This is an optimization exercise on Yosys and OpenROAD, whose aim is small area, not a production implementation.
At most, simulation tests tie the RTL to the original design; equivalence was not proved.
The flow treats the clock pin as an ideal source. Dropping or thinning the clock tree relies on that and would not hold on a real chip.
Power figures rest on the tool's default switching activity, not on a simulated workload.

== v25 ==
## sp_top
module sp_top (
    input             clk,
    input             rst_n,
    input             vsync,
    input             hsync,
    input      [11:0] data_i,
    output     [11:0] data_o,
    output            en_o
);
Size in the first run: roughly 2700 cells after synthesis, ~2000 flip-flops, about 0.049 mm2 of cells after synthesis.
clock: 10.0 ns
lec_check: 0
cap_margin: 20
core_margin: 2
core_utilization: 70
place_density: 0.85
slew_margin: 20
synth_hierarchical: 1
synth_minimum_keep_size: 0
standard.sh (not shown) runs the stock make flow with config.mk's settings and CLKGATE_MAP_FILE= SYNTH_SCRIPT=/design/flow/synth_recipe.tcl, a recipe that flattens the netlist after the stock synthesis.
==> flow/flow/run.sh <==
#!/bin/bash
# Layout flow: the standard ORFS flow (standard.sh), with four changes
# made through ORFS's own variables and step hooks:
#  - clock tree: sinks clustered 32 to a clkbuf_16, no dummy loads;
#  - port buffers: buf_1 instead of ORFS's default choice;
#  - after floorplan, majority gates that synthesis sized _2 go back to _1
#    (repair steps later upsize whatever timing needs);
#  - after CTS, the tree's lightly loaded branch buffers are merged in
#    pairs down to 4.
# Each tool's output stays in orfs/logs; make's output goes to flow_make.log.
set -euo pipefail
W=$(pwd)
export CTS_ARGS="-sink_clustering_enable -repair_clock_nets -dont_use_dummy_load -sink_clustering_size 32 -sink_clustering_max_diameter 100 -buf_list sky130_fd_sc_hd__clkbuf_16"
export BUFFER_PORTS_ARGS="-buffer_cell sky130_fd_sc_hd__buf_1"
export POST_FLOORPLAN_TCL="$W/flow/post_floorplan.tcl"
export POST_CTS_TCL="$W/flow/post_cts.tcl"
bash standard.sh > "$W/flow_make.log" 2>&1
==> flow/flow/post_cts.tcl <==
# Clock tree top: CTS makes clk -> one root buffer -> a level of 8 branch
# buffers -> leaf buffers, where each branch buffer drives only a handful of
# leaf buffers. Merge the nearest branch buffers in pairs (one takes over the
# other's leaf buffers) until 4 are left; the tree keeps its three levels.
set block [ord::get_db_block]
set clknet [[$block findBTerm clk] getNet]
proc bt_loads {net} {
  set l {}
  foreach it [$net getITerms] { if {[$it isInputSignal]} { lappend l $it } }
  return $l
}
set port_loads [bt_loads $clknet]
if {[llength $port_loads] == 1} {
  set root [[lindex $port_loads 0] getInst]
  set rootout [[$root findITerm X] getNet]
  set branches {}
  foreach it [bt_loads $rootout] { lappend branches [$it getInst] }
  set ok 1
  foreach b $branches {
    if {![string match "sky130_fd_sc_hd__clkbuf*" [[$b getMaster] getName]]} { set ok 0 }
  }
  if {$ok && [llength $branches] >= 2} {
    while {[llength $branches] > 4} {
      # nearest pair
      set best {}
      set bd 1e18
      for {set i 0} {$i < [llength $branches]} {incr i} {
        for {set j [expr {$i + 1}]} {$j < [llength $branches]} {incr j} {
          set a [lindex [[lindex $branches $i] getLocation] 0]
          set b [lindex [[lindex $branches $i] getLocation] 1]
          set c [lindex [[lindex $branches $j] getLocation] 0]
          set d [lindex [[lindex $branches $j] getLocation] 1]
          set dist [expr {abs($a - $c) + abs($b - $d)}]
          if {$dist < $bd} { set bd $dist; set best [list $i $j] }
        }
      }
      set keep [lindex $branches [lindex $best 0]]
      set drop [lindex $branches [lindex $best 1]]
      set knet [[$keep findITerm X] getNet]
      set dnet [[$drop findITerm X] getNet]
      foreach it [bt_loads $dnet] { $it disconnect; $it connect $knet }
      [$drop findITerm A] disconnect
      [$drop findITerm X] disconnect
      odb::dbInst_destroy $drop
      odb::dbNet_destroy $dnet
      set branches [lreplace $branches [lindex $best 1] [lindex $best 1]]
    }
    puts "post_cts: root buffer now drives [llength $branches] branch buffers"
  }
}
Other scripts of this flow, unchanged in this note and not shown: flow/flow/post_floorplan.tcl
Inputs modified between v25 and v58:
==> flow/flow/run.sh <==
#!/bin/bash
# Layout flow: the standard ORFS flow (standard.sh), with three changes
# made through ORFS's own variables and step hooks:
#  - clock tree: sinks clustered 32 to a clkbuf_16, no dummy loads;
#  - port buffers: buf_1 instead of ORFS's default choice;
#  - after floorplan, majority gates that synthesis sized _2 go back to _1
#    (repair steps later upsize whatever timing needs).
# Each tool's output stays in orfs/logs; make's output goes to flow_make.log.
set -euo pipefail
W=$(pwd)
export CTS_ARGS="-sink_clustering_enable -repair_clock_nets -dont_use_dummy_load -sink_clustering_size 32 -sink_clustering_max_diameter 100 -buf_list sky130_fd_sc_hd__clkbuf_16"
export BUFFER_PORTS_ARGS="-buffer_cell sky130_fd_sc_hd__buf_1"
export POST_FLOORPLAN_TCL="$W/flow/post_floorplan.tcl"
bash standard.sh > "$W/flow_make.log" 2>&1
removed: flow/flow/post_cts.tcl
### Flow results
In terms of summed area of non-filler cells in the final layout, v25 and v58 differ only marginally. v58 vs. v25: clock-buffer cell count picked up an extra 4, gate count after technology mapping neither gained nor lost much, total I/O pin count neither gained nor lost much. Power deteriorates in v58 relative to v25. Wire length on met1 sits higher in v58 than in v25. Lower critical path depth among v58 and v25: v25. Min share of power burned in the clock network across v58 and v25: v25.
The inputs of v1 differ from those of v58 as listed below.
- GPL_TIMING_DRIVEN: unset -> 0
Findings:
v1 -> stages 100% | layout checks FAIL | setup timing. Average detailed-routed wire length per instance, v58 and v1, higher one = v58. Between v58 and v1, the flow reports via count decreasing slightly. Re core area: no difference whatsoever between v58 and v1. Against v58, v1 comes in 0.33 ns higher on clock period minus worst slack. Between v58 and v1, the flow reports fill cell total of the finished layout decreasing slightly. Comparing v58 and v1, met2 track utilization from global routing is lower on v1. Comparing v1 with v58, the combinational share of power came out essentially unchanged. Taking v58 as the reference point, the critical path depth of v1 rises by about 14%.

---

## v6
sp_top, a different RTL version from the one above (not shown whole).
For scale: about 3100 cells after synthesis, roughly 29 I/O pins, ~0.050 mm2 of cells after synthesis.
make LEC_CHECK=0 CAP_MARGIN=20 CORE_MARGIN=2 CORE_UTILIZATION=55 CTS_CLUSTER_DIAMETER=80 CTS_CLUSTER_SIZE=30 PLACE_DENSITY=0.7 SLEW_MARGIN=20 finish   # period 10.0 ns
run.sh (not shown) runs the stock make flow with config.mk's settings and CLKGATE_MAP_FILE= SYNTH_SCRIPT=/design/flow/synth_recipe.tcl, a recipe that flattens the netlist after the stock synthesis.
Stock flow here: none of the scripts above is used.
v6 finished all stages; the layout is clean.
Input changes introduced in v7 (baseline for comparison: v6):
- changing PLACE_DENSITY from 0.7 to 0.6
- changing CTS_CLUSTER_DIAMETER from 80 to 100
- changing CORE_UTILIZATION from 55 to 40
Notes after the runs:
v7 against v6: global-route usage over all layers went down by 5.5 points; cell area after placement increased 1.1%.
v7 against v6: routing usage on met1 went down, global-route wire length before repair went down, post-layout instance area went up, CTS clock-pin slew for the worst setup and hold paths did not really move, setup slack went up.
The faster design of the two is v7; v6 tops out lower.
No run of this note included a check of the RTL's function; only the layout flow was run.

-- port drivers added, routing unchanged --
How much do the figures lean on ideal ports? The routed layouts below were timed once more, with nothing changed but the port constraints.
Step 1, drivers: a clkbuf_16 drives clk and a buf_2 each remaining input, both assumed.
Step 2 also shifts input and output timing later by t, the mid clock arrival at the registers, as if the neighbouring blocks saw the same clock.
a / b / c = no drivers / after step 1 / after step 2; a / b = the first two.
| run | t (ns) | setup slack, ns | worst setup path at the end | latest minus earliest clock arrival (ns) | worst slew at a driven data input, ns |
|---|---|---|---|---|---|
| v25 | 0.747 | 0.210 / 0.149 / 0.896 | register to output | 0.078 / 0.078 | 0.06 |
| v58 | 0.686 | 0.227 / 0.165 / 0.851 | register to output | 0.065 / 0.066 | 0.07 |
| v1 | 0.705 | -0.102 / -0.166 / 0.539 | register to output | 0.074 / 0.074 | 0.07 |
| v6 | 0.727 | 0.747 / 0.747 / 0.747 | register to register | 0.038 / 0.038 | 0.11 |
| v7 | 0.732 | 0.889 / 0.889 / 0.889 | register to register | 0.040 / 0.039 | 0.09 |
